Context: an optimization exercise on an open-source flow, tuned for small area and a short achievable clock period. The choices shown serve that exercise and are no tape-out recipe. Where RTL was checked, it was by simulation tests only, not by an equivalence proof against the original. No activity file was given, so power comes from the tool's default toggle rates.

## oak
Design MAF, start of the top module:
module MAF(
    input clk,
    input  [31:0] A, B, C,
    input  [1:0]  func,
    output [63:0] Result
    );
clock: 10.0 ns
lec_check: 0
cap_margin: 20
core_margin: 2
core_utilization: 55
place_density: 0.8
setup_slack_margin: 4.3
slew_margin: 20
standard.sh (not shown) runs the stock make flow with config.mk's settings and CLKGATE_MAP_FILE= SYNTH_SCRIPT=/design/flow/synth_recipe.tcl, a recipe that flattens the netlist after the stock synthesis.
==> flow/flow/run.sh <==
#!/bin/bash
# Standard ORFS layout with two changes:
#  - synthesis runs `synth -noabc` (the quick generic ABC pass inside synth is
#    skipped), so extract_fa sees the RTL's XOR/majority structure and maps
#    full adders without the inverters it otherwise puts around them;
#  - extra make variables from flow/make_args.txt (e.g. the port buffer cell).
# Each tool's output goes to its own log here and under orfs/logs.
set -euo pipefail
here=$(pwd)
sed '1s/yosys synth -nofsm -noshare/yosys synth -nofsm -noshare -noabc/' synth_recipe.tcl > my_synth.tcl
grep -q -- '-noabc' my_synth.tcl
sed "s#SYNTH_SCRIPT=[^ ]*#SYNTH_SCRIPT=$here/my_synth.tcl#" standard.sh > my_standard.sh
grep -q "SYNTH_SCRIPT=$here/my_synth.tcl" my_standard.sh
extra=()
if [[ -f flow/make_args.txt ]]; then
  while IFS= read -r line; do [[ -n "$line" ]] && extra+=("$line"); done < flow/make_args.txt
fi
bash my_standard.sh "${extra[@]}" synth > synth.log 2>&1
bash my_standard.sh "${extra[@]}" finish > layout.log 2>&1
test -f out/final.def
==> flow/flow/make_args.txt <==
BUFFER_PORTS_ARGS=-buffer_cell sky130_fd_sc_hd__buf_2
### oak -> pine
- PLACE_DENSITY no longer set, was 0.8
==> run summary <==
pine ran to completion and came out clean on the timing, DRC and antenna checks. pine against oak: sequential share of layout area has remained practically unchanged, worst setup slack after layout has increased, wire length has increased, count of inserted antenna diode cells has decreased. Post-route total power: higher on oak. Final estimated routing congestion in global placement was higher in the run labelled oak. Fraction of cell area in non-clock buffers for pine is higher than for oak. On global-route wire length before repair, pine tracks oak almost exactly. Initial standard-cell utilization of the core: oak vs pine identical.
Function was not checked in any run of this note: the RTL went through the layout flow alone.

* * *

Another version of the RTL of MAF (not shown whole).
Size in the first run: roughly 2700 cells after synthesis, roughly 120 flip-flops, about 160 I/O pins.
export LEC_CHECK = 0
export CAP_MARGIN = 20
export CORE_MARGIN = 2
export CORE_UTILIZATION = 40
export SETUP_SLACK_MARGIN = 4.2
export SLEW_MARGIN = 20
create_clock -name core_clock -period 10.0 [get_ports {clk}]
Scripts as last shown in full above: flow/flow/run.sh, flow/flow/make_args.txt
The first run finished clean.
==> next run, changes <==
CORE_UTILIZATION = 65   (was 40)
SETUP_SLACK_MARGIN = 4.0   (was 4.2)
Worst hold slack gains 63 ps.
Global-route usage increases by 15 points.
Cell area decreases by 4.3%.
Sequential power hardly moves.
Utilization increases by 26 points.
==> next run, changes <==
CORE_UTILIZATION = 55   (was 65)
The new run ran to the end with no violations.
Die area rises by about a fifth.
Worst setup slack stays flat.
Power barely changes.
Non-clock buffer count went up by 9.
Count of clock-buffer cells in the layout does not change.

* * *

MAF again, from the RTL that the note above started with.
export LEC_CHECK = 0
export CAP_MARGIN = 0
export CORE_MARGIN = 2
export CORE_UTILIZATION = 55
export SETUP_SLACK_MARGIN = 4.0
export SLEW_MARGIN = 0
create_clock -name core_clock -period 10.0 [get_ports {clk}]
Scripts as last shown in full above: flow/flow/run.sh, flow/flow/make_args.txt
==> next run, changes <==
- CAP_MARGIN: 0 -> 20
- PLACE_DENSITY: default -> 0.8
- SLEW_MARGIN: 0 -> 20
The changed run went through all stages and came out clean.
Synthesized area stays the same.
Flip-flop and latch count stays the same.
Setup slack is worse by 81 ps.
Clock-buffer cell count goes down by 1.
Cell count is about the same.

* * *

Setup of the previous run:
Another version of the RTL of MAF (not shown whole).
For scale: roughly 2,600 cells after synthesis, about 120 flip-flops, ~160 I/O pins, about 27,000 um2 of cells after synthesis.
==> flow/config.mk <==
export PLATFORM = sky130hd
export DESIGN_NAME = MAF
export DESIGN_NICKNAME = MAF
export VERILOG_FILES = /design/flow/design.v
export SDC_FILE = /design/flow/constraint.sdc
export NUM_CORES = 4
export LEC_CHECK = 0
export CAP_MARGIN = 20
export CORE_MARGIN = 2
export CORE_UTILIZATION = 55
export SETUP_SLACK_MARGIN = 4.2
export SLEW_MARGIN = 20
==> flow/constraint.sdc <==
create_clock -name core_clock -period 10.0 [get_ports {clk}]
set_input_delay 2.0000 -clock core_clock [delete_from_list [all_inputs] [get_ports {clk}]]
set_output_delay 2.0000 -clock core_clock [all_outputs]
set_load 0.01 [all_outputs]
Scripts as last shown in full above: flow/flow/run.sh, flow/flow/make_args.txt
The previous run reached the final stage; the timing, DRC and antenna checks on its layout passed.
[inputs] the current run vs the previous run
- a change of SETUP_SLACK_MARGIN from 4.2 to 4.0
Results
Count of plain and timing-repair buffers in the layout, the current run and the previous run: smaller value in the current run
The current run vs. the previous run: ratio of final minimum period to clock period comparable, filler-free cell count of the finished design now smaller, via count now smaller, worst path buffer plus inverter count now smaller.
Between the current run and the previous run, the area of all placed cells without fillers is higher for the previous run.
No functional check of the RTL was part of any run of this note.

[what the ideal ports hide]
No port has a modelled driver above. Below, the same layouts with a new extraction and two added sets of constraints. Step 1 (the two cells are an assumption about what drives the block):
set clk [get_ports {clk}]
set_driving_cell -lib_cell sky130_fd_sc_hd__clkbuf_16 $clk
set_driving_cell -lib_cell sky130_fd_sc_hd__buf_2 [delete_from_list [all_inputs] $clk]
Step 2 moves the port delays by t, midway between the first and last clock arrival at a register: inputs arrive t later, outputs are due t later. That takes back most of the time a late clock gives input paths. Three values: no drivers, after step 1, after step 2; two values: the first two.
run	t (ns)	slack for setup (ns)	worst setup path after step 2	clock arrival spread, ns	worst slew at a driven data input, ns
oak	0.544	4.090 / 4.030 / 3.797	input to register	0.022 / 0.021	0.09
pine	0.558	4.109 / 4.046 / 3.884	input to register	0.020 / 0.020	0.08
the first run of note 2	0.561	4.120 / 4.146 / 3.585	input to register	0.017 / 0.017	0.14
the second run of note 2	0.556	4.031 / 4.019 / 3.476	input to register	0.012 / 0.011	0.09
the third run of note 2	0.546	4.031 / 3.971 / 3.529	input to register	0.016 / 0.017	0.08
the first run of note 3	0.546	4.031 / 3.971 / 3.529	input to register	0.016 / 0.017	0.08
the second run of note 3	0.523	3.950 / 3.954 / 3.431	input to register	0.024 / 0.024	0.14
the previous run	0.559	4.063 / 4.004 / 3.482	input to register	0.016 / 0.016	0.19
the current run	0.552	4.048 / 3.983 / 3.508	input to register	0.021 / 0.021	0.12
After both steps every run listed still meets setup and hold. The setup slack of the previous run, which loses most, moves by -0.059 ns with the drivers and by -0.581 ns with both steps.
